What follows belongs to an exercise in optimizing a design on an open flow for small area and a short achievable clock period; a production flow would make more cautious choices.
Where RTL was checked, it was by simulation tests only, not by an equivalence proof against the original.
The RTL of runs 1, 4 and 5 was laid out without a check of its function.
No driver is modelled on the clock port, so clock power and skew are understated where the tree is cut down; a real chip needs a root buffer or a tree.
No activity file was given, so power comes from the tool's default toggle rates.

$ cat design/flow/config.mk
export PLATFORM = sky130hd
export DESIGN_NAME = FIR
export DESIGN_NICKNAME = FIR
export VERILOG_FILES = /design/flow/design.v
export SDC_FILE = /design/flow/constraint.sdc
export NUM_CORES = 4
export LEC_CHECK = 0
export CAP_MARGIN = 20
export CORE_MARGIN = 2
export CORE_UTILIZATION = 65
export PLACE_DENSITY = 0.75
export SLEW_MARGIN = 20
$ cat design/flow/constraint.sdc
create_clock -name core_clock -period 10.0 [get_ports {i_clk}]
set_input_delay 2.0000 -clock core_clock [delete_from_list [all_inputs] [get_ports {i_clk}]]
set_output_delay 2.0000 -clock core_clock [all_outputs]
set_load 0.01 [all_outputs]
$ cat design/flow/design.v
`timescale 1ns / 1ps
module FIR
#(
parameter data_in = 16,
parameter no_tap = 10
)
(
    input i_clk,
    input signed [data_in-1:0] i_serial_in ,
    input i_data_wr,
    output signed [2*data_in-1:0] o_data_out ,
    output o_data_rdy,
    input i_reset
    );
    reg [15:0] r [0:8];
    reg [15:0] hold;
    reg [25:0] acc;          
    reg        c1, c2;
    reg [25:0] out;
    reg        rdy;
    reg        wr;           
    reg        ld;           
    reg  [3:0] lab;          
    reg  [3:0] k;            
    reg        e0;           
    reg        e1;           
    reg        repl;         
    reg        zap;          
    reg sA256, sA16, sAh, sAl, sB4n, sBh, sB1;
    integer i;
    wire       wr_n  = !i_reset && i_data_wr && !wr;
    wire [3:0] lab_p = lab + 4'd1 + {3'd0, wr};
    wire [3:0] lab_n = (lab_p >= 4'd9) ? lab_p - 4'd9 : lab_p;
    wire [3:0] k_n   = wr ? 4'd1 : (k == 4'd11 ? 4'd11 : k + 4'd1);
    wire       e0_n  = e0 && !wr;
    wire       e1_n  = wr ? e0 : e1;
    wire       rd_n  = (k_n != 4'd0) && (k_n <= 4'd9);    
    wire       rr_n  = rd_n && !e1_n;                      
    wire [3:0] age_n = (lab_n == 4'd0) ? 4'd9 : lab_n;     
    always @(posedge i_clk) begin
        wr   <= wr_n;
        ld   <= wr_n && !e0;
        rdy  <= !i_reset && wr;
        lab  <= i_reset ? 4'd0 : lab_n;
        k    <= k_n;
        e0   <= i_reset || e0_n;
        e1   <= i_reset || e1_n;
        repl <= (lab_n == 4'd0) && (k_n >= 4'd2) && (k_n <= 4'd10);
        zap  <= e1_n && (lab_n != 4'd0);
        sA256<= rr_n && (age_n == 4'd3 || age_n == 4'd5 || age_n == 4'd9);
        sB4n <= rr_n && (age_n == 4'd3 || age_n == 4'd4 || age_n == 4'd5 ||
                         age_n == 4'd6 || age_n == 4'd9);
        sA16 <= rr_n && (age_n == 4'd4 || age_n == 4'd6);
        sB1  <= rr_n && (age_n == 4'd7);
        sAl  <= rr_n && (age_n == 4'd2 || age_n == 4'd8);
        sAh  <= rd_n && !e0_n && (age_n == 4'd1);
        sBh  <= rd_n && !e0_n && (age_n == 4'd1);
    end
    always @(posedge i_clk) begin
        r[0] <= repl ? hold : (zap ? 16'd0 : r[8]);
        for (i = 1; i < 9; i = i + 1) r[i] <= r[i-1];
        if (wr) hold <= i_serial_in;
    end
    wire [15:0] x  = r[8];
    wire [15:0] fx = {~x[15], x[14:0]};                
    wire [15:0] gx = {x[15], ~x[14:0]};                
    wire [15:0] fl = {~r[7][15], r[7][14:0]};
    wire [15:0] fh = {~hold[15], hold[14:0]};
    wire [25:0] laneA = (sA256 ? {2'd0, fx, 8'd0}  : 26'd0)
                      | (sA16  ? {6'd0, fx, 4'd0}  : 26'd0)
                      | (sAh   ? {7'd0, fh, 3'd0}  : 26'd0)
                      | (sAl   ? {10'd0, fl}       : 26'd0);
    wire [25:0] laneB = (sB4n  ? {8'd0, gx, 2'd0}  : 26'd0)
                      | (sBh   ? {9'd0, fh, 1'd0}  : 26'd0)
                      | (sB1   ? {10'd0, fx}       : 26'd0);
    wire [25:0] cinit = e0 ? 26'h3fb0000 : 26'h25f8014;
    wire [25:0] a0 = wr ? cinit : acc;
    wire [25:0] ps = a0 ^ laneA ^ laneB;
    wire [25:0] pc = {(a0[24:0] & laneA[24:0]) | (a0[24:0] & laneB[24:0]) | (laneA[24:0] & laneB[24:0]), 1'b0};
    wire [9:0]  lo = {1'b0, ps[8:0]} + {1'b0, pc[8:0]};
    wire [10:0] mc = {1'b0, ps[17:9], 1'b1} + {1'b0, pc[17:9], c1 & !wr};
    wire [8:0]  hc = {ps[25:18], 1'b1} + {pc[25:18], c2 & !wr};
    wire [7:0]  ohi = acc[25:18] + {7'd0, c2};
    always @(posedge i_clk) begin
        acc <= {hc[8:1], mc[9:1], lo[8:0]};
        c1  <= lo[9];
        c2  <= mc[10];
        if (i_reset) out <= 26'd0;
        else if (ld) out <= {ohi, acc[17:0]};
    end
    assign o_data_rdy = rdy;
    assign o_data_out = {{6{out[25]}}, out};
endmodule
$ cat design/flow/flow/run.sh
#!/bin/bash
# The standard layout (standard.sh: ORFS from synthesis to the routed
# layout, with the standard synthesis unchanged), with these changes to how
# the layout is made:
#  - repair_timing is asked to leave 7 ns of setup slack instead of 0, so it
#    keeps sizing the critical paths below the 10 ns clock;
#  - the port buffers that buffer_ports inserts are buf_2;
#  - clock tree synthesis uses clkbuf_16 in clusters of up to 30 registers,
#    inserts no dummy loads, and (flow/pre_cts.tcl) drives the leaf buffers
#    straight from the root buffer, without the H-tree level between them.
# Each tool's full output goes to ORFS's logs under orfs/logs; make's own
# output goes to make_finish.log in this folder.
set -euo pipefail
bash standard.sh SETUP_SLACK_MARGIN=7 \
  "BUFFER_PORTS_ARGS=-buffer_cell sky130_fd_sc_hd__buf_2" \
  "CTS_ARGS=-sink_clustering_enable -repair_clock_nets -dont_use_dummy_load -buf_list sky130_fd_sc_hd__clkbuf_16 -sink_clustering_size 30 -sink_clustering_max_diameter 80" \
  "PRE_CTS_TCL=$PWD/flow/pre_cts.tcl" \
  finish > make_finish.log 2>&1
$ cat design/flow/flow/pre_cts.tcl
# Wraps clock_tree_synthesis. TritonCTS builds a root buffer, one or more
# H-tree levels and leaf buffers; this connects the leaf buffers straight to
# the root buffer's output and deletes the H-tree level buffers, so every
# register's clock passes through the same two buffers (root, leaf) and the
# whole tree has less delay. No register's clock is delayed.
rename clock_tree_synthesis my_cts_orig
proc clock_tree_synthesis {args} {
  my_cts_orig {*}$args
  set block [ord::get_db_block]
  set removed 0
  foreach inst [$block getInsts] {
    set name [$inst getName]
    if {![regexp {^clkbuf_[1-9][0-9]*_[0-9]+__f_} $name]} continue
    set in_net [[$inst findITerm A] getNet]
    set out_net [[$inst findITerm X] getNet]
    foreach it [$out_net getITerms] {
      if {[$it getInst] != $inst} { $it disconnect; $it connect $in_net }
    }
    odb::dbInst_destroy $inst
    odb::dbNet_destroy $out_net
    incr removed
  }
  puts "pre_cts.tcl: removed $removed H-tree level clock buffers"
}
$ cat design/flow/standard.sh
#!/bin/bash
# synth_recipe.tcl (not shown) runs the flow's synth.tcl, then flattens the netlist and writes it again
# the make line also repeats each setting of config.mk as NAME=value (left out here)
make -C /OpenROAD-flow-scripts/flow DESIGN_CONFIG=/design/flow/config.mk WORK_HOME=/design/flow/orfs CLKGATE_MAP_FILE= SYNTH_SCRIPT=/design/flow/synth_recipe.tcl "${@:-finish}"
==> results of run 1 <==
-- per-layer routing --
layer  vias to the layer above  track usage  wire (um)
met3                        37       0.0494        838
met1                      2589        0.319       7260
li1                       2640            -          -
met4                         0        0.108        473
met2                       170        0.415       8310
met5                         -            0          0
-- final timing paths --
path / start / end / slack, ps / cells after the start
setup / recovery: sA16$_DFF_P_ / acc[17]$_DFF_P_ / 6950 / 13
hold / removal: r[4][0]$_DFF_P_ / r[5][0]$_DFF_P_ / 320 / 0
setup reg to reg: sA16$_DFF_P_ / acc[17]$_DFF_P_ / 6950 / 13
hold reg to reg: r[4][0]$_DFF_P_ / r[5][0]$_DFF_P_ / 320 / 0
-- metrics by stage --
stage          setup WS, ps   util  power [uW]  cell area (um2)
6_report               6950  0.732        2420             9280
5_1_grt                6800  0.732        2570             9280
4_1_cts                6940  0.722        2400             9150
3_5_place_dp           6470  0.694        1950             8790
3_3_place_gp           6560  0.694        1920             8790
2_1_floorplan          7010      -        1780             8490
-- placed cells by master (no fill, tap or decap), types with 13 or more instances in the layout --
master    netlist  routed
nor2_1         57      57
dfxtp_1       219     208
ha_1           37      36
edfxtp_1       16      16
buf_2           1      51
nand2_1        60      58
inv_1          57      55
nor2b_1        13      13
buf_4           7      15
nand2b_1       14      14
o21ai_0        29      26
a222oi_1       13      13
mux2i_1        21      21
fa_1           21      20
xnor2_1        22      21
-- power breakdown --
| group | switching (uW) | leakage [uW] | internal (uW) |
|---|---|---|---|
| combinational | 339 | 0.00187 | 272 |
| sequential | 160 | 0.00195 | 1210 |
| clock | 260 | 0.000123 | 180 |
-- area by class of cell --
| cell class | count | share of cell area |
|---|---|---|
| sequential | 235 | 0.527 |
| multi-input combinational | 430 | 0.354 |
| timing repair buffer | 69 | 0.0442 |
| clock buffer | 10 | 0.0270 |
| inverter | 58 | 0.0247 |
| tap | 172 | 0.0232 |
-- repair_timing --
item | 4_1_cts | 5_1_grt
pin swaps | 2 | 15
setup buffers | 8 | 9
resized for setup | 16 | 19
endpoints found under the setup margin | 29 | 11
-- flip-flops by register name (all words and copies together) (netlist names), 4 cells and up --
signal,cells
r,144
hold,16
acc,26
k,4
lab,4
out,26
-- cell families after synthesis --
logic type / share of synthesized area
DFF: 0.575
and+or+nand+nor: 0.106
AOI/OAI and AO/OA: 0.112
buffers and inverters: 0.0445
adders and majority gates: 0.104
xor gates and xnor gates: 0.0330
muxes: 0.0249
-- worst reg2reg max path, cell delays in order (launching register included) --
cell,delay (ps)
dfxtp_4,370
clkinvlp_4,140
o21ai_2,160
a221oi_2,60
fa_1,570
inv_1,50
ha_1,270
and3b_1,190
o211ai_1,170
a21boi_1,110
o21a_1,210
o21a_1,190
o41a_1,330
xor2_1,150
==> results by group, run 1 <==
Status
  • Run status: no timing/DRC/antenna violations

Worst setup path
  • Worst path arrival time: roughly 3400 ps
  • Nature of the critical path startpoint: flop
  • Buffers and inverters on the worst path: 2
  • Type of the setup path with the least slack: reg -> reg
  • Largest fanout on the critical path: 6
  • Worst path most repeated cell: o21a_1
  • Largest stage delay, worst path: 570 ps
  • Kind of cell adding the most delay to the critical path: compound AO/OA/AOI/OAI gates
  • Critical Path RT: 10300 ps
  • Crit path max-delay cell type: fa_1
  • Worst-path cell chain: clkinvlp_4 > o21ai_2 > a221oi_2 > fa_1 > inv_1 > ha_1 > and3b_1 > o211ai_1 > a21boi_1 > o21a_1 > o21a_1 > o41a_1 > xor2_1
  • Endpoint type of the worst setup path: flop

Timing
  • Clock tree skew after final layout: 59.1 ps
  • Period minus WS final: a little over 3000 ps
  • Worst-Margin Slew: between 1000 and 1500 ps
  • Total count of hold-check failures in the final report: 0
  • Setup tns final: 0 ps
  • Remaining max-slew budget at the tightest pin: 0.323
  • Final critical-path share of the clock period: 0.305
  • Fmax: around 0.33 GHz
  • Worst slack on hold paths: 324 ps
  • Count of pins over their slew limit: 0
  • Final count of negative-setup-slack endpoints: 0
  • Unrepaired setup endpoints after global routing: true

GRT
  • Maximum number of pins on one net before global-route repair: 35
  • Final global-route overflow total: 0
  • Global-route wire length before repair: 27200 um
  • GRT Resource Usage Total: 0.250
  • Via count of the first global-routing pass: about 5.4k
  • Antenna violations before repair: 0

Placed design
  • Weighted congestion at the end of routability-driven global placement: 0.954
  • Input/output buffers: 51
  • Total instance count after detailed placement: around 950
  • Dpl hpwl: roughly 11000 um

Logic synthesis
  • Synth warnings: 2
  • Syn Inst Count: between 700 and 800
  • Post-synth top area cell: dfxtp_1
  • Commonest cells in the netlist: 219 x dfxtp_1, 60 x nand2_1, 57 x inv_1, 57 x nor2_1, 37 x ha_1
  • Sequential element share of the synthesized area: 0.575
  • Proportion of netlist area held by the largest area contributor: 0.518
  • Register bit total from synthesis: between 200 and 250
  • Most common cell in the netlist: dfxtp_1
  • Synth Cell Area: roughly 0.0085 mm2
  • Number of library cell types mapped by synthesis: 60
  • Net count of the mapped netlist: 833
  • Largest cells by area after synthesis: dfxtp_1 52%, edfxtp_1 5.7%, ha_1 5.5%, fa_1 5.0%, nand2_1 2.7%
  • Proportion of synthesized flip-flops having asynchronous set or reset: 0
  • Mean instance size in the synthesized netlist: about 11 um2
  • Post-synth EDFFs: 16
  • Top_reg_cell synth: dfxtp_1

Clock tree
  • Clock-pin slew on the worst setup and hold paths: between 100 and 150 ps
  • Worst-Skew Late Latency: 410 ps
  • Clk sink count: roughly 240
  • Cts-stage hold buffer count: 0

Pwr
  • Leakage: 0.00394 uW
  • Maximum VDD drop: 237 uV
  • Areal power density over the cells: between 200 and 300 mW/mm2

Drt
  • Drt first pass iters: 6
  • Number of nets still failing antenna checks after routing: 0
  • Via total after detailed routing: roughly 5.4k
  • Remaining design rule violation count: 0
  • Avg WL per Cell: 17.3 um
  • Routed Wire Length: ~17000 um
  • Via count normalized by instance count: 5.58
  • Iteration-0 DRC count of the detailed router: roughly 460

Floorplanning
  • Die footprint: approximately 0.014 mm2
  • Die X-Extent: about 120 um
  • Core footprint: between 0.01 and 0.015 mm2
  • Total number of placement rows: between 40 and 50
  • Vertical die dimension: ~120 um
  • IO Pins: 52
  • Effective utilization at floorplan: 0.667

Layout
  • Final Net Count: ~900
  • Fill cells: 949
  • Seq. cell area: ~0.0049 mm2
  • Area added between synthesis and finish: 9.74%
  • Filler-free cell count of the finished design: around 970
  • Antenna diode instance count: 0
  • Multi-input gate area in the final layout: ~0.0033 mm2
  • Fraction of layout cells with a size suffix above 1: 0.150

Worst hold path
  • Worst hold-check path type: reg -> reg

Job
  • Count of maximum capacitance violations: 0
==> run 2: changes to the inputs <==
--- a/design/flow/design.v
+++ b/design/flow/design.v
@@ -26,4 +26,5 @@
     reg        e1;           
     reg        repl;         
+    reg        fls;          
     reg        zap;          
     reg sA256, sA16, sAh, sAl, sB4n, sBh, sB1;
@@ -48,4 +49,5 @@
         repl <= (lab_n == 4'd0) && (k_n >= 4'd2) && (k_n <= 4'd10);
         zap  <= e1_n && (lab_n != 4'd0);
+        fls  <= (k_n == 4'd10);
         sA256<= rr_n && (age_n == 4'd3 || age_n == 4'd5 || age_n == 4'd9);
         sB4n <= rr_n && (age_n == 4'd3 || age_n == 4'd4 || age_n == 4'd5 ||
@@ -80,12 +82,13 @@
     wire [9:0]  lo = {1'b0, ps[8:0]} + {1'b0, pc[8:0]};
     wire [10:0] mc = {1'b0, ps[17:9], 1'b1} + {1'b0, pc[17:9], c1 & !wr};
-    wire [8:0]  hc = {ps[25:18], 1'b1} + {pc[25:18], c2 & !wr};
-    wire [7:0]  ohi = acc[25:18] + {7'd0, c2};
+    wire        d1 = fls && !wr && c1 && (&acc[17:9]);
+    wire [7:0]  ph = {pc[25:20], pc[19] | (c2 && d1), pc[18]};
+    wire [8:0]  hc = {ps[25:18], 1'b1} + {ph, (c2 ^ d1) && !wr};
     always @(posedge i_clk) begin
         acc <= {hc[8:1], mc[9:1], lo[8:0]};
         c1  <= lo[9];
-        c2  <= mc[10];
+        c2  <= mc[10] && !fls;
         if (i_reset) out <= 26'd0;
-        else if (ld) out <= {ohi, acc[17:0]};
+        else if (ld) out <= acc;
     end
     assign o_data_rdy = rdy;
--- a/design/flow/flow/run.sh
+++ b/design/flow/flow/run.sh
@@ -12,5 +12,5 @@
 # output goes to make_finish.log in this folder.
 set -euo pipefail
-bash standard.sh SETUP_SLACK_MARGIN=7 \
+bash standard.sh SETUP_SLACK_MARGIN=7.1 \
   "BUFFER_PORTS_ARGS=-buffer_cell sky130_fd_sc_hd__buf_2" \
   "CTS_ARGS=-sink_clustering_enable -repair_clock_nets -dont_use_dummy_load -buf_list sky130_fd_sc_hd__clkbuf_16 -sink_clustering_size 30 -sink_clustering_max_diameter 80" \
==> results by group, run 2 <==
Logic synthesis
  • Most common cell in the netlist: dfxtp_1
  • Syn Inst Count: between 700 and 800
  • Post-synth top area cell: dfxtp_1
  • Dominant combinational cell family by area after synthesis: simple AND/OR/NAND/NOR gates
  • Proportion of synthesized flip-flops having asynchronous set or reset: 0
  • Mean instance size in the synthesized netlist: around 11 um2
  • Fraction of the mapped netlist area in compound gates: 0.108
  • Proportion of netlist area held by the largest area contributor: 0.521
  • Top_reg_cell synth: dfxtp_1
  • Post-synth EDFFs: 16
  • XOR/XNOR Fraction of Synth Area: 0.0277
  • Synth Cell Area: ~0.0085 mm2
  • Register bit total from synthesis: approximately 240
  • Multiplexer share of the synthesized area: 0.0333
  • Net count of the mapped netlist: 831
  • Fraction of the mapped netlist area in simple logic gates: 0.109
  • Synth warnings: 2
  • Commonest cells in the netlist: 220 x dfxtp_1, 62 x nand2_1, 59 x inv_1, 53 x nor2_1, 41 x o21ai_0
  • Largest cells by area after synthesis: dfxtp_1 52%, edfxtp_1 5.7%, ha_1 5.3%, fa_1 5.0%, mux2i_1 3.2%
  • Sequential element share of the synthesized area: 0.578
  • Number of library cell types mapped by synthesis: between 50 and 60
  • Area share of fa/ha/maj cells after synthesis: 0.103

Floorplanning
  • Total number of placement rows: between 40 and 50
  • Core footprint: about 0.013 mm2
  • Effective utilization at floorplan: 0.667
  • Vertical die dimension: 118 um
  • IO Pins: 52
  • Die X-Extent: roughly 120 um
  • Die footprint: 0.0139 mm2

Timing
  • Remaining max-slew budget at the tightest pin: 0.318
  • Unrepaired setup endpoints after global routing: true
  • Final count of negative-setup-slack endpoints: 0
  • Worst-Margin Slew: a little over 1000 ps
  • Setup tns final: 0 ps
  • Worst slack on hold paths: approximately 280 ps
  • Fmax: around 0.34 GHz
  • Total count of hold-check failures in the final report: 0
  • Final critical-path share of the clock period: 0.295
  • Period minus WS final: slightly below 3000 ps
  • Count of pins over their slew limit: 0
  • Clock tree skew after final layout: ~54 ps

Worst setup path
  • Worst path arrival time: around 950 ps
  • Kind of cell adding the most delay to the critical path: flip-flops
  • Endpoint type of the worst setup path: output pin
  • Worst-path cell chain: buf_2
  • Crit path max-delay cell type: dfxtp_4
  • Type of the setup path with the least slack: reg -> out
  • Buffers and inverters on the worst path: 1
  • Largest fanout on the critical path: 8
  • Largest stage delay, worst path: between 400 and 500 ps
  • Nature of the critical path startpoint: flop
  • Critical Path RT: 8000 ps

Layout
  • Top Registers: r: 144 flops, acc: 26 flops, out: 26 flops
  • Number of flip-flops under the largest register name: between 100 and 150
  • Final Net Count: 889
  • Post-layout util: 0.750
  • Fraction of layout cells with a size suffix above 1: 0.192
  • Fill cells: around 870
  • Register with the highest flop count: r
  • Area added between synthesis and finish: 12.5%
  • Most common cell after layout, fill and taps aside: dfxtp_1
  • Antenna diode instance count: 0
  • Seq. cell area: around 0.0049 mm2
  • Highest-count cells in the layout ignoring fill and taps: 192 x dfxtp_1, 60 x nand2_1, 57 x inv_1
  • Multi-input gate area in the final layout: approximately 0.0034 mm2

Placed design
  • Weighted congestion at the end of routability-driven global placement: 0.936
  • Dpl hpwl: about 12000 um
  • Input/output buffers: 51

Drt
  • Avg WL per Cell: about 18 um
  • Number of nets still failing antenna checks after routing: 0
  • Drt first pass iters: 5
  • Via count normalized by instance count: approximately 5.6
  • Routed Wire Length: roughly 17000 um
  • Remaining design rule violation count: 0
  • Iteration-0 DRC count of the detailed router: 430
  • Via total after detailed routing: ~5.5k

GRT
  • Global-route wire length before repair: 26800 um
  • Final global-route overflow total: 0
  • Via count of the first global-routing pass: approximately 5.3k
  • GRT Resource Usage Total: 0.249
  • Antenna violations before repair: 0
  • Maximum number of pins on one net before global-route repair: 35

Clock tree
  • Clock-pin slew on the worst setup and hold paths: about 100 ps
  • Worst-Skew Late Latency: roughly 400 ps
  • Clk sink count: approximately 240
  • Cts-stage hold buffer count: 0

Status
  • Run status: no timing/DRC/antenna violations

Worst hold path
  • Worst hold-check path type: reg -> reg

Pwr
  • Maximum VDD drop: 194 uV
  • Leakage: 0.00396 uW
  • Areal power density over the cells: between 200 and 300 mW/mm2

Job
  • Count of maximum capacitance violations: 0
==> run 2: worst paths after layout <==
check	endpoint	slack (ps)	from	cells after the start
worst max-delay path	o_data_out[25]	7050	out[25]$_SDFFE_PP0P_	1
worst min-delay path	r[1][0]$_DFF_P_	280	r[0][0]$_DFF_P_	0
worst max register to register	c2$_DFF_P_	7060	sA16$_DFF_P_	12
worst min register to register	r[1][0]$_DFF_P_	280	r[0][0]$_DFF_P_	0
==> run 2: per-stage QoR <==
stage	worst slack, ps	std cells	total power, uW	cell area [um2]
detailed placement	6190	951	2060	8850
global route	6960	983	2720	9510
finish	7050	983	2560	9510
CTS	7060	972	2520	9270
global placement	6400	951	2020	8850
floorplan	7070	755	1860	8510
==> run 2: what timing repair did <==
action | in CTS | in global routing
pin swaps | 6 | 19
buffers inserted | 11 | 11
gates resized for setup | 27 | 50
endpoints found under the setup margin | 38 | 37
==> run 2: where the power goes <==
group          switching (uW)  internal, uW
registers                 171          1210
logic                     402           342
clock network             259           180
total                     833          1730
==> run 2: kinds of logic after synthesis <==
| logic type | count (synthesis) |
|---|---|
| muxes | 28 |
| AOI/OAI and AO/OA | 131 |
| DFF | 236 |
| and+or+nand+nor | 191 |
| adders and majority gates | 57 |
| buffers and inverters | 87 |
| xor gates and xnor gates | 25 |
==> run 2: metal layers <==
| layer | routed length (um) | track usage |
|---|---|---|
| met3 | 683 | 0.0334 |
| met2 | 8670 | 0.422 |
| met1 | 7600 | 0.327 |
| met4 | 293 | 0.0949 |
| met5 | 0 | 0 |
==> run 2: area by class of cell <==
| type | instances | share of cell area |
|---|---|---|
| inverter | 59 | 0.0237 |
| timing repair buffer | 74 | 0.0517 |
| tap | 172 | 0.0226 |
| sequential | 236 | 0.519 |
| multi-input combinational | 432 | 0.357 |
| clock buffer | 10 | 0.0263 |
==> run 3: changes to the inputs <==
--- a/design/flow/flow/run.sh
+++ b/design/flow/flow/run.sh
@@ -12,5 +12,5 @@
 # output goes to make_finish.log in this folder.
 set -euo pipefail
-bash standard.sh SETUP_SLACK_MARGIN=7.1 \
+bash standard.sh SETUP_SLACK_MARGIN=7 \
   "BUFFER_PORTS_ARGS=-buffer_cell sky130_fd_sc_hd__buf_2" \
   "CTS_ARGS=-sink_clustering_enable -repair_clock_nets -dont_use_dummy_load -buf_list sky130_fd_sc_hd__clkbuf_16 -sink_clustering_size 30 -sink_clustering_max_diameter 80" \
==> results by group, run 3 <==
Status
  • Run status: no timing/DRC/antenna violations

Worst setup path
  • Nature of the critical path startpoint: flop
  • Largest stage delay, worst path: just over 400 ps
  • Kind of cell adding the most delay to the critical path: compound AO/OA/AOI/OAI gates
  • Endpoint type of the worst setup path: flop
  • Largest fanout on the critical path: 14
  • Worst-path cell chain: nor2b_1 > a221o_1 > ha_1 > or2_2 > ha_1 > a21o_1 > a21oi_2 > nor2b_1 > o21a_1 > o41ai_2 > xor2_1
  • Worst path arrival time: 3260 ps
  • Critical Path RT: 10300 ps
  • Type of the setup path with the least slack: reg -> reg
  • Crit path max-delay cell type: dfxtp_4
  • Buffers and inverters on the worst path: 0

Floorplanning
  • Core footprint: roughly 0.013 mm2
  • Vertical die dimension: 118 um
  • IO Pins: 52
  • Effective utilization at floorplan: 0.667
  • Die X-Extent: between 100 and 150 um
  • Die footprint: roughly 0.014 mm2
  • Total number of placement rows: 41

Timing
  • Worst-Margin Slew: about 1000 ps
  • Final critical-path share of the clock period: 0.296
  • Worst slack on hold paths: between 300 and 400 ps
  • Setup tns final: 0 ps
  • Final count of negative-setup-slack endpoints: 0
  • Count of pins over their slew limit: 0
  • Clock tree skew after final layout: between 30 and 40 ps
  • Fmax: 0.338 GHz
  • Total count of hold-check failures in the final report: 0
  • Unrepaired setup endpoints after global routing: true
  • Period minus WS final: between 2000 and 3000 ps
  • Remaining max-slew budget at the tightest pin: 0.303

Logic synthesis
  • Synth Cell Area: roughly 0.0085 mm2
  • Net count of the mapped netlist: between 800 and 900
  • Mean instance size in the synthesized netlist: around 11 um2
  • Synth warnings: 2
  • Number of library cell types mapped by synthesis: between 50 and 60
  • Sequential element share of the synthesized area: 0.578
  • Register bit total from synthesis: 236
  • Proportion of synthesized flip-flops having asynchronous set or reset: 0
  • Largest cells by area after synthesis: dfxtp_1 52%, edfxtp_1 5.7%, ha_1 5.3%, fa_1 5.0%, mux2i_1 3.2%
  • Syn Inst Count: about 760
  • Proportion of netlist area held by the largest area contributor: 0.521
  • Commonest cells in the netlist: 220 x dfxtp_1, 62 x nand2_1, 59 x inv_1, 53 x nor2_1, 41 x o21ai_0
  • Top_reg_cell synth: dfxtp_1
  • Post-synth top area cell: dfxtp_1
  • Most common cell in the netlist: dfxtp_1
  • Post-synth EDFFs: 16

Layout
  • Area added between synthesis and finish: 10.8%
  • Fraction of layout cells with a size suffix above 1: 0.151
  • Top Registers: r: 144 flops, acc: 26 flops, out: 26 flops
  • Register with the highest flop count: r
  • Most common cell after layout, fill and taps aside: dfxtp_1
  • Final Net Count: 881
  • Number of flip-flops under the largest register name: 144
  • Highest-count cells in the layout ignoring fill and taps: 212 x dfxtp_1, 60 x nand2_1, 56 x inv_1
  • Antenna diode instance count: 0

Clock tree
  • Worst-Skew Late Latency: about 400 ps
  • Clock-pin slew on the worst setup and hold paths: 110 ps
  • Clk sink count: ~240

Drt
  • Remaining design rule violation count: 0
  • Avg WL per Cell: 17.3 um
  • Number of nets still failing antenna checks after routing: 0
  • Via count normalized by instance count: 5.55
  • Routed Wire Length: around 17000 um
  • Iteration-0 DRC count of the detailed router: about 520
  • Via total after detailed routing: about 5.4k
  • Drt first pass iters: 9

GRT
  • Maximum number of pins on one net before global-route repair: 35
  • Global-route wire length before repair: about 27000 um
  • GRT Resource Usage Total: 0.250
  • Via count of the first global-routing pass: ~5.3k
  • Final global-route overflow total: 0
  • Antenna violations before repair: 0

Pwr
  • Leakage: about 0.004 uW
  • Areal power density over the cells: roughly 270 mW/mm2
  • Maximum VDD drop: around 170 uV
  • Overall power after layout: 2540 uW

Worst hold path
  • Worst hold-check path type: reg -> reg

Placed design
  • Input/output buffers: 51
  • Weighted congestion at the end of routability-driven global placement: 0.931
  • Dpl hpwl: between 10000 and 15000 um

Job
  • Count of maximum capacitance violations: 0
-- run 3: layout make-up --
cell class | instances | area [um2]
Inverter | 59 | 233
Clock buffer | 10 | 250
Sequential cell | 236 | 4910
Multi-Input combinational cell | 432 | 3370
Tap cell | 172 | 215
Timing Repair Buffer | 66 | 393
Fill cell | 893 | 3300
-- run 3: worst paths after layout --
path,start,to,slack [ps],cells past startpoint
setup reg to reg,sBh$_DFF_P_,acc[25]$_DFF_P_,7040,11
hold / removal,r[4][6]$_DFF_P_,r[5][6]$_DFF_P_,320,0
hold reg to reg,r[4][6]$_DFF_P_,r[5][6]$_DFF_P_,320,0
setup / recovery,sBh$_DFF_P_,acc[25]$_DFF_P_,7040,11
-- run 3: repair_timing --
action | in CTS | in global routing
endpoints found under the setup margin | 28 | 11
pin swaps | 6 | 10
resized for setup | 21 | 28
setup buffers | 5 | 9
hold buffers | 0 | 0
-- run 3: cell families (layout without fill, tap and decap cells) --
family / Yosys count / in the layout / share of synthesized area
adders and majority gates: 57 / 57 / 0.103
xor gates and xnor gates: 25 / 25 / 0.0277
DFF: 236 / 236 / 0.578
buffers and inverters: 87 / 135 / 0.0413
AOI/OAI and AO/OA: 131 / 131 / 0.108
muxes: 28 / 28 / 0.0333
and+or+nand+nor: 191 / 191 / 0.109
-- run 3: where the power goes --
part | switching [uW] | total (uW) | internal [uW]
registers | 170 | 1380 | 1210
logic | 394 | 723 | 329
clock network | 262 | 442 | 181
-- run 3: routing by layer --
metal | vias to the layer above | global-route usage | part of all wire
met5 | - | 0 | 0
met4 | 0 | 0.0986 | 0.027
met3 | 33 | 0.0402 | 0.039
met2 | 162 | 0.419 | 0.49
met1 | 2572 | 0.328 | 0.44
li1 | 2640 | - | -
-- run 3: stage by stage --
step / setup slack, ps / std cells / utilization / area, um2
after global routing: 6930 / 975 / 0.739 / 9370
after detailed placement: 6190 / 951 / 0.697 / 8830
final: 7040 / 975 / 0.739 / 9370
after CTS: 7010 / 966 / 0.726 / 9200
after floorplan: 6970 / 755 / - / 8490
after global placement: 6380 / 951 / 0.697 / 8830
-- run 3: worst reg2reg max path, cell delays in order (launching register included) --
cell	delay, ps
dfxtp_4	410
nor2b_1	160
a221o_1	320
ha_1	200
or2_2	310
ha_1	330
a21o_1	220
a21oi_2	140
nor2b_1	60
o21a_1	200
o41ai_2	350
xor2_1	170
==> run 4: changes to the inputs <==
--- a/design/flow/design.v
+++ b/design/flow/design.v
@@ -49,5 +49,5 @@
         repl <= (lab_n == 4'd0) && (k_n >= 4'd2) && (k_n <= 4'd10);
         zap  <= e1_n && (lab_n != 4'd0);
-        fls  <= (k_n == 4'd10);
+        fls  <= (k_n == 4'd10) && !wr_n;
         sA256<= rr_n && (age_n == 4'd3 || age_n == 4'd5 || age_n == 4'd9);
         sB4n <= rr_n && (age_n == 4'd3 || age_n == 4'd4 || age_n == 4'd5 ||
@@ -81,12 +81,12 @@
     wire [25:0] pc = {(a0[24:0] & laneA[24:0]) | (a0[24:0] & laneB[24:0]) | (laneA[24:0] & laneB[24:0]), 1'b0};
     wire [9:0]  lo = {1'b0, ps[8:0]} + {1'b0, pc[8:0]};
-    wire [10:0] mc = {1'b0, ps[17:9], 1'b1} + {1'b0, pc[17:9], c1 & !wr};
-    wire        d1 = fls && !wr && c1 && (&acc[17:9]);
+    wire [10:0] mc = {1'b0, ps[17:9], 1'b1} + {1'b0, pc[17:9], c1};
+    wire        d1 = fls && c1 && (&acc[17:9]);
     wire [7:0]  ph = {pc[25:20], pc[19] | (c2 && d1), pc[18]};
-    wire [8:0]  hc = {ps[25:18], 1'b1} + {ph, (c2 ^ d1) && !wr};
+    wire [8:0]  hc = {ps[25:18], 1'b1} + {ph, c2 ^ d1};
     always @(posedge i_clk) begin
         acc <= {hc[8:1], mc[9:1], lo[8:0]};
-        c1  <= lo[9];
-        c2  <= mc[10] && !fls;
+        c1  <= lo[9] && !wr_n;
+        c2  <= mc[10] && !fls && !wr_n;
         if (i_reset) out <= 26'd0;
         else if (ld) out <= acc;
==> results by group, run 4 <==
Worst hold path
  • Startpoint of the worst hold path: r[5][1]$_DFF_P_
  • Worst hold endpoint: r[6][1]$_DFF_P_
  • Worst hold-check path type: reg -> reg
  • Worst hold path depth: 0

Worst setup path
  • Critical Path RT: about 10000 ps
  • Nature of the critical path startpoint: flop
  • Worst setup startpoint: sBh$_DFF_P_
  • Worst reg2reg path startpoint: sBh$_DFF_P_
  • Largest stage delay, worst path: between 500 and 600 ps
  • Worst R2R Setup Slack: 7010 ps
  • Buffers and inverters on the worst path: 2
  • Worst-path cell chain: buf_12 > a222oi_1 > fa_1 > inv_2 > ha_4 > a21oi_4 > nor2b_1 > o21a_1 > o41ai_4 > xnor2_1
  • Endpoint of the lowest-slack register-to-register path: acc[16]$_DFF_P_
  • Kind of cell adding the most delay to the critical path: compound AO/OA/AOI/OAI gates
  • Endpoint type of the worst setup path: flop
  • Worst path arrival time: ~3300 ps
  • Path length in cells of the critical path: 10
  • Crit path max-delay cell type: a222oi_1
  • Number of cells traversed by the worst register-to-register path: 10
  • Type of the setup path with the least slack: reg -> reg
  • Largest fanout on the critical path: 15

Drt
  • Drt first pass iters: 8
  • Via total after detailed routing: about 5.3k
  • Iteration-0 DRC count of the detailed router: 528
  • Routed Wire Length: approximately 17000 um
  • Avg WL per Cell: ~18 um
  • Via count normalized by instance count: 5.61
  • Number of nets still failing antenna checks after routing: 0
  • Remaining design rule violation count: 0

Timing
  • Unrepaired setup endpoints after global routing: true
  • Final count of negative-setup-slack endpoints: 0
  • Clock tree skew after final layout: 31.7 ps
  • Count of pins over their slew limit: 0
  • Period minus WS final: 2990 ps
  • Worst-Margin Slew: around 700 ps
  • Remaining max-slew budget at the tightest pin: 0.534
  • Total count of hold-check failures in the final report: 0
  • Final critical-path share of the clock period: 0.299
  • Fmax: 0.334 GHz
  • Setup tns final: 0 ps

Placed design
  • Dpl hpwl: roughly 12000 um
  • Input/output buffers: 51
  • Weighted congestion at the end of routability-driven global placement: between 0.9 and 1

Logic synthesis
  • Sequential element share of the synthesized area: 0.586
  • Top_reg_cell synth: dfxtp_1
  • Register bit total from synthesis: 236
  • Synth warnings: 2
  • Commonest cells in the netlist: 220 x dfxtp_1, 53 x inv_1, 51 x nor2_1, 46 x nand2_1, 36 x ha_1
  • Most common cell in the netlist: dfxtp_1
  • Largest cells by area after synthesis: dfxtp_1 53%, edfxtp_1 5.8%, ha_1 5.4%, fa_1 5.0%, mux2i_1 3.2%
  • Synth Cell Area: between 0.008 and 0.009 mm2
  • Post-synth EDFFs: 16
  • Post-synth top area cell: dfxtp_1
  • Number of library cell types mapped by synthesis: 50
  • Mean instance size in the synthesized netlist: about 12 um2
  • Net count of the mapped netlist: between 700 and 800
  • Syn Inst Count: about 720
  • Proportion of synthesized flip-flops having asynchronous set or reset: 0
  • Proportion of netlist area held by the largest area contributor: 0.529

GRT
  • Final global-route overflow total: 0
  • Global-route wire length before repair: between 20000 and 30000 um
  • Antenna violations before repair: 0
  • Via count of the first global-routing pass: 5155
  • Maximum number of pins on one net before global-route repair: 33
  • GRT Resource Usage Total: 0.262

Layout
  • Number of flip-flops under the largest register name: 144
  • Most common cell after layout, fill and taps aside: dfxtp_1
  • Fraction of layout cells with a size suffix above 1: 0.169
  • Final Net Count: approximately 860
  • Antenna diode instance count: 0
  • Highest-count cells in the layout ignoring fill and taps: 207 x dfxtp_1, 51 x nor2_1, 50 x buf_2
  • Top Registers: r: 144 flops, acc: 26 flops, out: 26 flops
  • Post-layout util: 0.739
  • Register with the highest flop count: r
  • Area added between synthesis and finish: 11.5%
  • Fill cells: between 800 and 900

Pwr
  • Leakage: ~0.004 uW
  • Sw Share: 0.324
  • Clk network pwr share: 0.171
  • Net Switching: 838 uW
  • Relative contribution of combinational cells to total power: 0.294
  • Areal power density over the cells: about 280 mW/mm2
  • Maximum VDD drop: ~210 uV
  • Internal: 1750 uW
  • Part of the power in registers: 0.534
  • Overall power after layout: 2590 uW

Floorplanning
  • Vertical die dimension: about 120 um
  • Effective utilization at floorplan: 0.663
  • Core footprint: ~0.013 mm2
  • Die footprint: around 0.014 mm2
  • Die X-Extent: between 100 and 150 um
  • IO Pins: 52
  • Total number of placement rows: 41

Clock tree
  • Cts-stage hold buffer count: 0
  • Clk sink count: ~240
  • Clock-pin slew on the worst setup and hold paths: around 100 ps
  • Worst-Skew Late Latency: just over 400 ps

Job
  • Count of maximum capacitance violations: 0

Status
  • Run status: no timing/DRC/antenna violations
==> run 4: worst max path at each step <==
stage	slack, ps	to
6_report	7010	acc[16]$_DFF_P_
5_1_grt	6930	acc[16]$_DFF_P_
4_1_cts	7000	c1$_DFF_P_
3_5_place_dp	6560	sA256$_DFF_P_
3_3_place_gp	6660	c2$_DFF_P_
2_1_floorplan	7030	c2$_DFF_P_
==> run 4: logic make-up (layout without fill, tap and decap cells) <==
group,count (synthesis),in the layout,synth area share
flops,236,236,0.586
simple gates,169,169,0.0982
compound gates,121,121,0.104
buf+inv,83,137,0.0401
fa+ha+maj,57,57,0.105
xor+xnor,29,29,0.0323
mux,28,28,0.0342
==> run 4: final cells by class <==
class	instances	area, um2	share of cell area
timing repair buffer	74	477	0.0513
sequential	236	4920	0.529
clock buffer	10	250	0.0269
multi-input combinational	404	3220	0.347
inverter	53	206	0.0222
tap	172	215	0.0232
==> run 4: timing repair <==
| action | CTS | global route |
|---|---|---|
| cloned | 0 | 1 |
| endpoints found under the setup margin | 22 | 23 |
| pin swaps | 0 | 16 |
| resized for setup | 12 | 35 |
| buffers inserted | 6 | 14 |
==> run 4: through the flow <==
stage | area, um2 | cells | hold WS (ps) | setup slack [ps]
finish | 9290 | 949 | 318 | 7010
global route | 9290 | 949 | 327 | 6930
CTS | 9040 | 934 | 327 | 7000
detailed placement | 8690 | 918 | 312 | 6560
global placement | 8690 | 918 | 310 | 6660
floorplan | 8350 | 723 | 310 | 7030
==> run 4: metal layers <==
metal  track usage  share of wire
met1         0.340           0.45
met2         0.428           0.48
met5             0              0
met3        0.0700          0.057
met4        0.0910          0.020
==> run 4: power groups by stage <==
stage,combinational [uW],clock (uW),sequential (uW)
6_report,762,444,1380
5_1_grt,855,484,1410
4_1_cts,683,451,1380
2_1_floorplan,557,0,1310
3_5_place_dp,669,0,1400
3_3_place_gp,644,0,1380
==> run 5: changes to the inputs <==
--- a/design/flow/design.v
+++ b/design/flow/design.v
@@ -16,5 +16,5 @@
     reg [15:0] hold;
     reg [25:0] acc;          
-    reg        c1, c2;
+    reg        c1, c2, c3;
     reg [25:0] out;
     reg        rdy;
@@ -49,5 +49,5 @@
         repl <= (lab_n == 4'd0) && (k_n >= 4'd2) && (k_n <= 4'd10);
         zap  <= e1_n && (lab_n != 4'd0);
-        fls  <= (k_n == 4'd10) && !wr_n;
+        fls  <= (k_n == 4'd10);
         sA256<= rr_n && (age_n == 4'd3 || age_n == 4'd5 || age_n == 4'd9);
         sB4n <= rr_n && (age_n == 4'd3 || age_n == 4'd4 || age_n == 4'd5 ||
@@ -80,13 +80,18 @@
     wire [25:0] ps = a0 ^ laneA ^ laneB;
     wire [25:0] pc = {(a0[24:0] & laneA[24:0]) | (a0[24:0] & laneB[24:0]) | (laneA[24:0] & laneB[24:0]), 1'b0};
-    wire [9:0]  lo = {1'b0, ps[8:0]} + {1'b0, pc[8:0]};
-    wire [10:0] mc = {1'b0, ps[17:9], 1'b1} + {1'b0, pc[17:9], c1};
-    wire        d1 = fls && c1 && (&acc[17:9]);
-    wire [7:0]  ph = {pc[25:20], pc[19] | (c2 && d1), pc[18]};
-    wire [8:0]  hc = {ps[25:18], 1'b1} + {ph, c2 ^ d1};
+    wire        f  = fls && !wr;
+    wire        d1 = f && c1 && (&acc[12:7]);
+    wire        t2 = c2 && d1;                                    
+    wire        d2 = f && (t2 ? (&acc[18:14]) : ((c2 || d1) && (&acc[18:13])));
+    wire        t3 = c3 && d2;
+    wire [7:0]  s0 = {1'b0, ps[6:0]} + {1'b0, pc[6:0]};
+    wire [7:0]  s1 = {1'b0, ps[12:7], 1'b1} + {1'b0, pc[12:7], c1 && !wr};
+    wire [7:0]  s2 = {1'b0, ps[18:13], 1'b1} + {1'b0, pc[18:15], pc[14] | t2, pc[13], (c2 ^ d1) && !wr};
+    wire [7:0]  s3 = {ps[25:19], 1'b1} + {pc[25:21], pc[20] | t3, pc[19], (c3 ^ d2) && !wr};
     always @(posedge i_clk) begin
-        acc <= {hc[8:1], mc[9:1], lo[8:0]};
-        c1  <= lo[9] && !wr_n;
-        c2  <= mc[10] && !fls && !wr_n;
+        acc <= {s3[7:1], s2[6:1], s1[6:1], s0[6:0]};
+        c1  <= s0[7];
+        c2  <= s1[7] && !fls;
+        c3  <= s2[7] && !fls;
         if (i_reset) out <= 26'd0;
         else if (ld) out <= acc;
==> results by group, run 5 <==
Logic synthesis
  • Register bit total from synthesis: approximately 240
  • Synth Cell Area: approximately 0.0085 mm2
  • Proportion of netlist area held by the largest area contributor: 0.519
  • Mean instance size in the synthesized netlist: 11.3 um2
  • Sequential element share of the synthesized area: 0.575
  • Largest cells by area after synthesis: dfxtp_1 52%, edfxtp_1 5.6%, ha_1 5.6%, fa_1 5.2%, mux2i_1 3.2%
  • Dominant combinational cell family by area after synthesis: compound AO/OA/AOI/OAI gates
  • Post-synth top area cell: dfxtp_1
  • Fraction of the mapped netlist area in simple logic gates: 0.108
  • Fraction of the mapped netlist area in compound gates: 0.110
  • XOR/XNOR Fraction of Synth Area: 0.0257
  • Synth warnings: 2
  • Post-synth EDFFs: 16
  • Number of library cell types mapped by synthesis: 58
  • Multiplexer share of the synthesized area: 0.0335
  • Net count of the mapped netlist: 833
  • Proportion of synthesized flip-flops having asynchronous set or reset: 0
  • Top_reg_cell synth: dfxtp_1
  • Area share of fa/ha/maj cells after synthesis: 0.107
  • Commonest cells in the netlist: 221 x dfxtp_1, 52 x nand2_1, 51 x inv_1, 45 x nor2_1, 38 x ha_1
  • Syn Inst Count: between 700 and 800
  • Most common cell in the netlist: dfxtp_1

Worst setup path
  • Endpoint type of the worst setup path: flop
  • Type of the setup path with the least slack: reg -> reg
  • Critical Path RT: around 10000 ps
  • Number of cells traversed by the worst register-to-register path: 16
  • Path length in cells of the critical path: 16
  • Largest fanout on the critical path: 2
  • Nature of the critical path startpoint: flop
  • Buffers and inverters on the worst path: 3
  • Kind of cell adding the most delay to the critical path: simple AND/OR/NAND/NOR gates
  • Crit path max-delay cell type: or4_4
  • Worst path arrival time: 3300 ps
  • Largest stage delay, worst path: about 560 ps
  • Worst-path cell chain: inv_8 > nand2_4 > or4_4 > ha_4 > inv_2 > a21oi_2 > nor4bb_2 > ha_1 > nand2_2 > fa_2 > inv_2 > a21o_1 > a21oi_2 > o21bai_1 > a21oi_1 > xnor2_1

Timing
  • Fmax: roughly 0.34 GHz
  • Remaining max-slew budget at the tightest pin: 0.371
  • Setup tns final: 0 ps
  • Period minus WS final: between 2000 and 3000 ps
  • Final count of negative-setup-slack endpoints: 0
  • Total count of hold-check failures in the final report: 0
  • Final critical-path share of the clock period: 0.296
  • Worst-Margin Slew: 943 ps
  • Clock tree skew after final layout: 51.6 ps
  • Unrepaired setup endpoints after global routing: true
  • Count of pins over their slew limit: 0

Placed design
  • Weighted congestion at the end of routability-driven global placement: 0.878
  • Input/output buffers: just over 50
  • Total placed instance area: 0.00888 mm2
  • Dpl hpwl: between 10000 and 15000 um

GRT
  • Antenna violations before repair: 0
  • Maximum number of pins on one net before global-route repair: 35
  • Final global-route overflow total: 0
  • Via count of the first global-routing pass: approximately 5.3k
  • Global-route wire length before repair: about 27000 um
  • GRT Resource Usage Total: 0.245

Layout
  • Final cell area excluding filler cells: between 0.009 and 0.01 mm2
  • Number of flip-flops under the largest register name: between 100 and 150
  • Area added between synthesis and finish: 9.60%
  • Highest-count cells in the layout ignoring fill and taps: 206 x dfxtp_1, 51 x buf_2, 49 x nand2_1
  • Fraction of layout cells with a size suffix above 1: 0.157
  • Antenna diode instance count: 0
  • Top Registers: r: 144 flops, acc: 26 flops, out: 26 flops
  • Final Net Count: approximately 880
  • Register with the highest flop count: r
  • Most common cell after layout, fill and taps aside: dfxtp_1

Pwr
  • Leakage: just under 0.004 uW
  • Areal power density over the cells: 253 mW/mm2
  • Maximum VDD drop: ~180 uV

Drt
  • Remaining design rule violation count: 0
  • Via count normalized by instance count: around 5.5
  • Drt first pass iters: 6
  • Iteration-0 DRC count of the detailed router: 384
  • Routed Wire Length: around 16000 um
  • Avg WL per Cell: 16.7 um
  • Number of nets still failing antenna checks after routing: 0
  • Via total after detailed routing: roughly 5.4k

Floorplanning
  • Vertical die dimension: about 120 um
  • Core footprint: ~0.013 mm2
  • Total number of placement rows: slightly above 40
  • Die X-Extent: roughly 120 um
  • Die footprint: 0.0140 mm2
  • Effective utilization at floorplan: 0.670
  • IO Pins: between 50 and 60

Clock tree
  • Clk sink count: 237
  • Worst-Skew Late Latency: 410 ps
  • Clock-pin slew on the worst setup and hold paths: about 100 ps

Job
  • Count of maximum capacitance violations: 0

Worst hold path
  • Worst hold-check path type: reg -> reg
  • Worst hold path depth: 0

Status
  • Run status: no timing/DRC/antenna violations
[run 5: cell count changes after synthesis, sizes merged, moves of 5 or more]
cell and change:
nor2b +6, clkbuf +5, nand2 +6, nor2 -6
o31ai -6, o22ai +6, a22o -8, a22oi +15
a222oi -6, o21ai +8, nand2b +8
[run 5: worst paths after layout]
check / start / to / slack [ps]
setup / recovery: wr$_DFF_P_ / acc[24]$_DFF_P_ / 7040
hold / removal: r[1][13]$_DFF_P_ / r[2][13]$_DFF_P_ / 270
setup reg to reg: wr$_DFF_P_ / acc[24]$_DFF_P_ / 7040
hold reg to reg: r[1][13]$_DFF_P_ / r[2][13]$_DFF_P_ / 270
[run 5: final cells by class]
type / count / area (um2)
clock buffers: 10 / 250
fillers: 936 / 3380
inverters: 51 / 199
multi-input cells: 432 / 3360
flip-flops and latches: 237 / 4930
well taps: 172 / 215
repair buffers: 67 / 392
[run 5: report_power, final]
group | switching, uW | total, uW | internal (uW)
Combinational | 306 | 574 | 268
Clock | 260 | 440 | 180
Sequential | 142 | 1350 | 1200
[run 5: repair_timing]
action	4_1_cts	5_1_grt
hold buffers	0	0
hold endpoints to repair	0	0
resized for setup	17	20
endpoints found under the setup margin	29	15
pin swaps	6	13
buffers inserted	11	4
[run 5: cell families after synthesis]
group,count (synthesis)
AO/OA/AOI/OAI,136
flip-flops,237
adder cells (fa/ha/maj),60
buffers and inverters,85
multiplexers,28
AND/OR/NAND/NOR,183
XOR/XNOR,25
[run 5: stage by stage]
stage	hold slack, ps	total power (uW)	util	setup WS, ps	cells
6_report	266	2360	0.734	7040	969
5_1_grt	263	2500	0.734	6930	969
4_1_cts	265	2350	0.727	6970	965
3_5_place_dp	312	1890	0.698	6520	944
3_3_place_gp	310	1850	0.698	6640	944
2_1_floorplan	310	1730	-	7000	754
[run 5: metal layers]
| layer | up-vias | share of wire | routed length, um | track usage |
|---|---|---|---|---|
| met2 | 180 | 0.44 | 7160 | 0.378 |
| met4 | 0 | 0.023 | 376 | 0.109 |
| met3 | 25 | 0.053 | 849 | 0.0410 |
| met1 | 2529 | 0.48 | 7760 | 0.340 |
| li1 | 2638 | - | - | - |
| met5 | - | 0 | 0 | 0 |
==> run 6: changes to the inputs <==
--- a/design/flow/design.v
+++ b/design/flow/design.v
@@ -49,5 +49,5 @@
         repl <= (lab_n == 4'd0) && (k_n >= 4'd2) && (k_n <= 4'd10);
         zap  <= e1_n && (lab_n != 4'd0);
-        fls  <= (k_n == 4'd10);
+        fls  <= (k_n == 4'd10) && !wr_n;
         sA256<= rr_n && (age_n == 4'd3 || age_n == 4'd5 || age_n == 4'd9);
         sB4n <= rr_n && (age_n == 4'd3 || age_n == 4'd4 || age_n == 4'd5 ||
@@ -80,5 +80,5 @@
     wire [25:0] ps = a0 ^ laneA ^ laneB;
     wire [25:0] pc = {(a0[24:0] & laneA[24:0]) | (a0[24:0] & laneB[24:0]) | (laneA[24:0] & laneB[24:0]), 1'b0};
-    wire        f  = fls && !wr;
+    wire        f  = fls;
     wire        d1 = f && c1 && (&acc[12:7]);
     wire        t2 = c2 && d1;                                    
@@ -86,12 +86,12 @@
     wire        t3 = c3 && d2;
     wire [7:0]  s0 = {1'b0, ps[6:0]} + {1'b0, pc[6:0]};
-    wire [7:0]  s1 = {1'b0, ps[12:7], 1'b1} + {1'b0, pc[12:7], c1 && !wr};
-    wire [7:0]  s2 = {1'b0, ps[18:13], 1'b1} + {1'b0, pc[18:15], pc[14] | t2, pc[13], (c2 ^ d1) && !wr};
-    wire [7:0]  s3 = {ps[25:19], 1'b1} + {pc[25:21], pc[20] | t3, pc[19], (c3 ^ d2) && !wr};
+    wire [7:0]  s1 = {1'b0, ps[12:7], 1'b1} + {1'b0, pc[12:7], c1};
+    wire [7:0]  s2 = {1'b0, ps[18:13], 1'b1} + {1'b0, pc[18:15], pc[14] | t2, pc[13], c2 ^ d1};
+    wire [7:0]  s3 = {ps[25:19], 1'b1} + {pc[25:21], pc[20] | t3, pc[19], c3 ^ d2};
     always @(posedge i_clk) begin
         acc <= {s3[7:1], s2[6:1], s1[6:1], s0[6:0]};
-        c1  <= s0[7];
-        c2  <= s1[7] && !fls;
-        c3  <= s2[7] && !fls;
+        c1  <= s0[7] && !wr_n;
+        c2  <= s1[7] && !fls && !wr_n;
+        c3  <= s2[7] && !fls && !wr_n;
         if (i_reset) out <= 26'd0;
         else if (ld) out <= acc;
==> results by group, run 6 <==
Logic synthesis
  • Top_reg_cell synth: dfxtp_1
  • Post-synth top area cell: dfxtp_1
  • Synth warnings: 2
  • Synth Cell Area: a little under 0.009 mm2
  • Most common cell in the netlist: dfxtp_1
  • Commonest cells in the netlist: 221 x dfxtp_1, 59 x inv_1, 51 x nor2_1, 42 x nand2_1, 38 x ha_1
  • Proportion of netlist area held by the largest area contributor: 0.512
  • Largest cells by area after synthesis: dfxtp_1 51%, edfxtp_1 5.6%, ha_1 5.5%, fa_1 5.1%, mux2i_1 3.2%
  • Sequential element share of the synthesized area: 0.567
  • Net count of the mapped netlist: approximately 850
  • Number of library cell types mapped by synthesis: between 60 and 70
  • Post-synth EDFFs: 16
  • Mean instance size in the synthesized netlist: ~11 um2
  • Proportion of synthesized flip-flops having asynchronous set or reset: 0
  • Syn Inst Count: approximately 770
  • Register bit total from synthesis: about 240

Worst hold path
  • Worst hold-check path type: reg -> reg

Drt
  • Routed Wire Length: 17300 um
  • Iteration-0 DRC count of the detailed router: 549
  • Avg WL per Cell: ~18 um
  • Remaining design rule violation count: 0
  • Via total after detailed routing: 5530
  • Number of nets still failing antenna checks after routing: 0
  • Via count normalized by instance count: around 5.7
  • Drt first pass iters: 8

Floorplanning
  • Effective utilization at floorplan: 0.658
  • Die X-Extent: 119 um
  • IO Pins: 52
  • Die footprint: around 0.014 mm2
  • Vertical die dimension: around 120 um
  • Total number of placement rows: 42
  • Core footprint: 0.0131 mm2

Layout
  • Multi-input gate area in the final layout: 0.00339 mm2
  • Number of flip-flops under the largest register name: approximately 140
  • Seq. cell area: ~0.005 mm2
  • Register with the highest flop count: r
  • Fraction of layout cells with a size suffix above 1: 0.133
  • Fill cells: 942
  • Final Net Count: 878
  • Top Registers: r: 144 flops, acc: 26 flops, out: 26 flops
  • Highest-count cells in the layout ignoring fill and taps: 210 x dfxtp_1, 58 x inv_1, 51 x nor2_1
  • Antenna diode instance count: 0
  • Most common cell after layout, fill and taps aside: dfxtp_1
  • Area added between synthesis and finish: 8.20%

Timing
  • Total count of hold-check failures in the final report: 0
  • Worst-Margin Slew: 994 ps
  • Final count of negative-setup-slack endpoints: 0
  • Final critical-path share of the clock period: 0.290
  • Fmax: 0.345 GHz
  • Worst slack on hold paths: about 280 ps
  • Count of pins over their slew limit: 0
  • Unrepaired setup endpoints after global routing: true
  • Clock tree skew after final layout: about 40 ps
  • Period minus WS final: 2900 ps
  • Remaining max-slew budget at the tightest pin: 0.336
  • Setup tns final: 0 ps

Worst setup path
  • Type of the setup path with the least slack: reg -> out
  • Kind of cell adding the most delay to the critical path: flip-flops
  • Crit path max-delay cell type: dfxtp_2
  • Critical Path RT: ~8000 ps
  • Buffers and inverters on the worst path: 1
  • Largest stage delay, worst path: approximately 370 ps
  • Worst path arrival time: ~900 ps
  • Largest fanout on the critical path: 8
  • Endpoint type of the worst setup path: output pin
  • Nature of the critical path startpoint: flop
  • Worst-path cell chain: buf_2

GRT
  • Final global-route overflow total: 0
  • Antenna violations before repair: 0
  • GRT Resource Usage Total: 0.257
  • Via count of the first global-routing pass: around 5.5k
  • Global-route wire length before repair: roughly 28000 um
  • Maximum number of pins on one net before global-route repair: 35

Clock tree
  • Clock-pin slew on the worst setup and hold paths: ~100 ps
  • Clk sink count: ~240
  • Worst-Skew Late Latency: roughly 400 ps

Placed design
  • Input/output buffers: between 50 and 60
  • Weighted congestion at the end of routability-driven global placement: 0.909
  • Dpl hpwl: 11900 um

Job
  • Count of maximum capacitance violations: 0

Status
  • Run status: no timing/DRC/antenna violations

Pwr
  • Leakage: 0.00401 uW
  • Areal power density over the cells: between 200 and 300 mW/mm2
  • Maximum VDD drop: 204 uV
  • Overall power after layout: roughly 2400 uW
==> run 6: cell count changes in the layout (fill, tap and decap cells not counted), sizes merged, moves of 5 or more <==
cell	before	now
buf	67	55
nand2	52	42
a21oi	19	27
inv	51	58
nor2	45	52
o21ai	33	27
nor2b	22	17
o21bai	3	8
o31ai	4	9
==> run 6: worst reg2reg max path, stage by stage (launching register included) <==
cell,delay (ps)
dfxtp_4,380
clkinvlp_4,80
buf_4,190
nand2_1,160
fa_1,560
inv_1,50
ha_1,190
inv_1,70
fa_1,220
inv_1,60
a21o_1,150
a21oi_1,220
o21bai_1,90
a21oi_1,300
nor2_1,80
==> run 6: cell type report <==
class,instances,share of cell area
sequential,237,0.526
multi-input combinational,433,0.362
timing repair buffer,56,0.0341
clock buffer,11,0.0294
inverter,60,0.0246
tap,176,0.0235
==> run 6: cell families after synthesis <==
group,share of synthesized area
AOI/OAI and AO/OA,0.118
xor gates and xnor gates,0.0311
adders and majority gates,0.106
buffers and inverters,0.0459
DFF,0.567
muxes,0.0341
and+or+nand+nor,0.0980
==> run 6: power by group <==
group	switching, uW	internal [uW]
logic	315	262
clock network	265	197
registers	168	1200
==> run 6: per-layer routing <==
metal / track usage / vias to the layer above / wire length [um]
li1: - / 2648 / -
met1: 0.335 / 2628 / 7480
met2: 0.421 / 212 / 8230
met3: 0.0565 / 42 / 1110
met4: 0.0941 / 0 / 434
met5: 0 / - / 0
==> run 6: through the flow <==
stage | instance area [um2] | setup WS, ps | cells | utilization
6_report | 9360 | 7100 | 973 | 0.712
3_3_place_gp | 8960 | 6540 | 958 | 0.682
4_1_cts | 9310 | 7010 | 972 | 0.709
5_1_grt | 9360 | 6990 | 973 | 0.712
3_5_place_dp | 8960 | 6340 | 958 | 0.682
2_1_floorplan | 8650 | 7030 | 767 | -
==> run 6: final timing paths <==
path | from | endpoint | slack [ps] | cells past startpoint
worst max-delay path | out[25]$_SDFFE_PP0P_ | o_data_out[29] | 7100 | 1
worst min-delay path | r[4][14]$_DFF_P_ | r[5][14]$_DFF_P_ | 280 | 0
worst max register to register | wr$_DFF_P_ | c1$_DFF_P_ | 7110 | 14
worst min register to register | r[4][14]$_DFF_P_ | r[5][14]$_DFF_P_ | 280 | 0
==> run 6: timing repair <==
item / CTS / global route
endpoints found under the setup margin: 20 / 20
pin swaps: 0 / 2
resized for setup: 7 / 18
setup buffers: 3 / 1
hold buffers: 0 / 0
==> run 7: changes to the inputs <==
--- a/design/flow/flow/run.sh
+++ b/design/flow/flow/run.sh
@@ -6,5 +6,5 @@
 #    keeps sizing the critical paths below the 10 ns clock;
 #  - the port buffers that buffer_ports inserts are buf_2;
-#  - clock tree synthesis uses clkbuf_16 in clusters of up to 30 registers,
+#  - clock tree synthesis uses clkbuf_16 in clusters of up to 25 registers,
 #    inserts no dummy loads, and (flow/pre_cts.tcl) drives the leaf buffers
 #    straight from the root buffer, without the H-tree level between them.
@@ -14,5 +14,5 @@
 bash standard.sh SETUP_SLACK_MARGIN=7 \
   "BUFFER_PORTS_ARGS=-buffer_cell sky130_fd_sc_hd__buf_2" \
-  "CTS_ARGS=-sink_clustering_enable -repair_clock_nets -dont_use_dummy_load -buf_list sky130_fd_sc_hd__clkbuf_16 -sink_clustering_size 30 -sink_clustering_max_diameter 80" \
+  "CTS_ARGS=-sink_clustering_enable -repair_clock_nets -dont_use_dummy_load -buf_list sky130_fd_sc_hd__clkbuf_16 -sink_clustering_size 25 -sink_clustering_max_diameter 70" \
   "PRE_CTS_TCL=$PWD/flow/pre_cts.tcl" \
   finish > make_finish.log 2>&1
==> results by group, run 7 <==
Status
  • Run status: no timing/DRC/antenna violations

Placed design
  • Input/output buffers: just over 50
  • Total placed instance area: 0.00896 mm2
  • Dpl hpwl: 11900 um
  • Weighted congestion at the end of routability-driven global placement: approximately 0.9
  • Placement-stage worst setup slack: 6340 ps

Timing
  • Worst slack on hold paths: 311 ps
  • Total count of hold-check failures in the final report: 0
  • Min setup slack post-route: about 7100 ps
  • Count of pins over their slew limit: 0
  • Period minus WS final: between 2000 and 3000 ps
  • Clock tree skew after final layout: 33.5 ps
  • Final critical-path share of the clock period: 0.292
  • Fmax: roughly 0.34 GHz
  • Worst-Margin Slew: a little over 1000 ps
  • Remaining max-slew budget at the tightest pin: 0.325
  • Setup tns final: 0 ps
  • Unrepaired setup endpoints after global routing: true
  • Final count of negative-setup-slack endpoints: 0

Logic synthesis
  • Post-synth EDFFs: 16
  • Synth warnings: 2
  • Post-synth top area cell: dfxtp_1
  • Proportion of synthesized flip-flops having asynchronous set or reset: 0
  • Sequential element share of the synthesized area: 0.567
  • Proportion of netlist area held by the largest area contributor: 0.512
  • Register bit total from synthesis: roughly 240
  • Most common cell in the netlist: dfxtp_1
  • Commonest cells in the netlist: 221 x dfxtp_1, 59 x inv_1, 51 x nor2_1, 42 x nand2_1, 38 x ha_1
  • Number of library cell types mapped by synthesis: 61
  • Largest cells by area after synthesis: dfxtp_1 51%, edfxtp_1 5.6%, ha_1 5.5%, fa_1 5.1%, mux2i_1 3.2%
  • Syn Inst Count: roughly 770
  • Synth Cell Area: just under 0.009 mm2
  • Top_reg_cell synth: dfxtp_1
  • Net count of the mapped netlist: 846
  • Mean instance size in the synthesized netlist: roughly 11 um2

Pwr
  • Clk network pwr share: 0.200
  • Leakage: 0.00402 uW
  • Areal power density over the cells: between 200 and 300 mW/mm2
  • Sw Share: 0.311
  • Net Switching: 753 uW
  • Relative contribution of combinational cells to total power: 0.237
  • Overall power after layout: about 2400 uW
  • Part of the power in registers: 0.563
  • Internal: 1670 uW
  • Maximum VDD drop: between 150 and 200 uV

Clock tree
  • Worst-Skew Late Latency: just over 400 ps
  • Clk sink count: 237
  • Clock-pin slew on the worst setup and hold paths: 90 ps
  • Cts-stage hold buffer count: 0

Job
  • Count of maximum capacitance violations: 0

Layout
  • Top Registers: r: 144 flops, acc: 26 flops, out: 26 flops
  • Highest-count cells in the layout ignoring fill and taps: 209 x dfxtp_1, 58 x inv_1, 51 x nor2_1
  • Most common cell after layout, fill and taps aside: dfxtp_1
  • Final Net Count: between 800 and 900
  • Fill cells: ~950
  • Number of flip-flops under the largest register name: roughly 140
  • Register with the highest flop count: r
  • Final cell area excluding filler cells: 0.00937 mm2
  • Area added between synthesis and finish: 8.31%
  • Fraction of layout cells with a size suffix above 1: 0.132
  • Antenna diode instance count: 0

Floorplanning
  • Vertical die dimension: between 100 and 150 um
  • Effective utilization at floorplan: 0.658
  • IO Pins: 52
  • Core footprint: 0.0131 mm2
  • Die X-Extent: 119 um
  • Die footprint: between 0.01 and 0.015 mm2
  • Total number of placement rows: 42

Drt
  • Drt first pass iters: 6
  • Avg WL per Cell: around 18 um
  • Iteration-0 DRC count of the detailed router: approximately 500
  • Via total after detailed routing: between 5k and 6k
  • Via count normalized by instance count: about 5.6
  • Routed Wire Length: about 17000 um
  • Remaining design rule violation count: 0
  • Number of nets still failing antenna checks after routing: 0

Worst setup path
  • Endpoint type of the worst setup path: output pin
  • Type of the setup path with the least slack: reg -> out
  • Nature of the critical path startpoint: flop
  • Largest fanout on the critical path: 8
  • Worst-path cell chain: buf_2
  • Largest stage delay, worst path: 370 ps
  • Crit path max-delay cell type: dfxtp_2
  • Kind of cell adding the most delay to the critical path: flip-flops
  • Worst path arrival time: approximately 920 ps
  • Buffers and inverters on the worst path: 1
  • Critical Path RT: ~8000 ps

Worst hold path
  • Worst hold-check path type: reg -> reg

GRT
  • Maximum number of pins on one net before global-route repair: 35
  • Final global-route overflow total: 0
  • Antenna violations before repair: 0
  • Via count of the first global-routing pass: approximately 5.5k
  • Global-route wire length before repair: 28100 um
  • GRT Resource Usage Total: 0.259
## run 7: cell counts after synthesis
No cell type changed its count.
## run 7: path summary, 6_finish.rpt
| check | endpoint | cells after the start | startpoint | slack, ps |
|---|---|---|---|---|
| min reg2reg | r[3][15]$_DFF_P_ | 0 | r[2][15]$_DFF_P_ | 310 |
| max reg2reg | acc[25]$_DFF_P_ | 14 | acc[9]$_DFF_P_ | 7130 |
| min | r[3][15]$_DFF_P_ | 0 | r[2][15]$_DFF_P_ | 310 |
| max | o_data_out[29] | 1 | out[25]$_SDFFE_PP0P_ | 7080 |
## run 7: area by class of cell
| type | count | area [um2] | area share |
|---|---|---|---|
| clock buffers | 12 | 300 | 0.0321 |
| inverters | 60 | 230 | 0.0246 |
| multi-input cells | 433 | 3380 | 0.361 |
| flip-flops and latches | 237 | 4920 | 0.526 |
| well taps | 176 | 220 | 0.0235 |
| repair buffers | 56 | 312 | 0.0333 |
## run 7: metal layers
metal,up-vias,GRT usage,share of wire
met4,0,0.0963,0.023
met1,2588,0.338,0.43
met2,222,0.430,0.49
met5,-,0,0
met3,31,0.0508,0.066
li1,2652,-,-
## run 7: per-stage QoR
step | cells | utilization
floorplan | 767 | -
global placement | 958 | 0.682
detailed placement | 958 | 0.682
CTS | 973 | 0.710
global route | 974 | 0.713
finish | 974 | 0.713
## run 7: power by group through the flow
stage	clock network (uW)	registers, uW	logic (uW)
final	485	1360	575
after global routing	527	1390	648
after CTS	501	1360	563
after detailed placement	0	1380	549
after global placement	0	1370	528
after floorplan	0	1290	475
## run 7: what timing repair did
action | in CTS | in global routing
endpoints found under the setup margin | 27 | 13
buffers inserted | 3 | 1
pin swaps | 0 | 1
gates resized for setup | 7 | 16
gates cloned | 0 | 0
## run 7: kinds of logic (layout without fill, tap and decap cells)
logic type               after synthesis  after routing  share of synthesized area
AO/OA/AOI/OAI                        143            143                      0.118
AND/OR/NAND/NOR                      172            172                     0.0980
XOR/XNOR                              29             29                     0.0311
adder cells (fa/ha/maj)               60             60                      0.106
buffers and inverters                 97            128                     0.0459
flip-flops                           237            237                      0.567
multiplexers                          29             29                     0.0341

==> afterwards: timing with drivers on the ports <==
The results above use ideal ports. As a check the final layouts listed here were re-extracted and re-timed, cells and wires unchanged.
Step 1 sets driving cells, clkbuf_16 on the clock port and buf_2 on the other inputs (assumed; they add their load-dependent delay and slew).
Step 2 moves the port delays by t, midway between the first and last clock arrival at a register: inputs arrive t later, outputs are due t later. That takes back most of the time a late clock gives input paths.
a / b / c = no drivers / after step 1 / after step 2; a / b = the first two.
run	shift t [ns]	setup WS [ns]	hold WS [ns]	latest minus earliest clock arrival (ns)	pins driven straight from the clock port
run 1	0.418	6.951 / 6.951 / 6.951	0.324 / 0.324 / 0.324	0.059 / 0.059	1
run 2	0.415	7.049 / 7.007 / 7.060	0.283 / 0.283 / 0.283	0.057 / 0.057	1
run 3	0.429	7.045 / 7.009 / 7.045	0.317 / 0.317 / 0.317	0.038 / 0.038	1
run 4	0.436	7.009 / 7.009 / 6.777	0.318 / 0.318 / 0.318	0.032 / 0.032	1
run 5	0.419	7.038 / 7.038 / 7.038	0.266 / 0.266 / 0.266	0.052 / 0.052	1
run 6	0.433	7.105 / 7.063 / 6.876	0.284 / 0.284 / 0.284	0.043 / 0.043	1
run 7	0.439	7.083 / 7.042 / 6.870	0.311 / 0.311 / 0.311	0.040 / 0.040	1
After both steps every run listed still meets setup and hold. The setup slack of run 4, which loses most, moves by 0.000 ns with the drivers and by -0.232 ns with both steps.
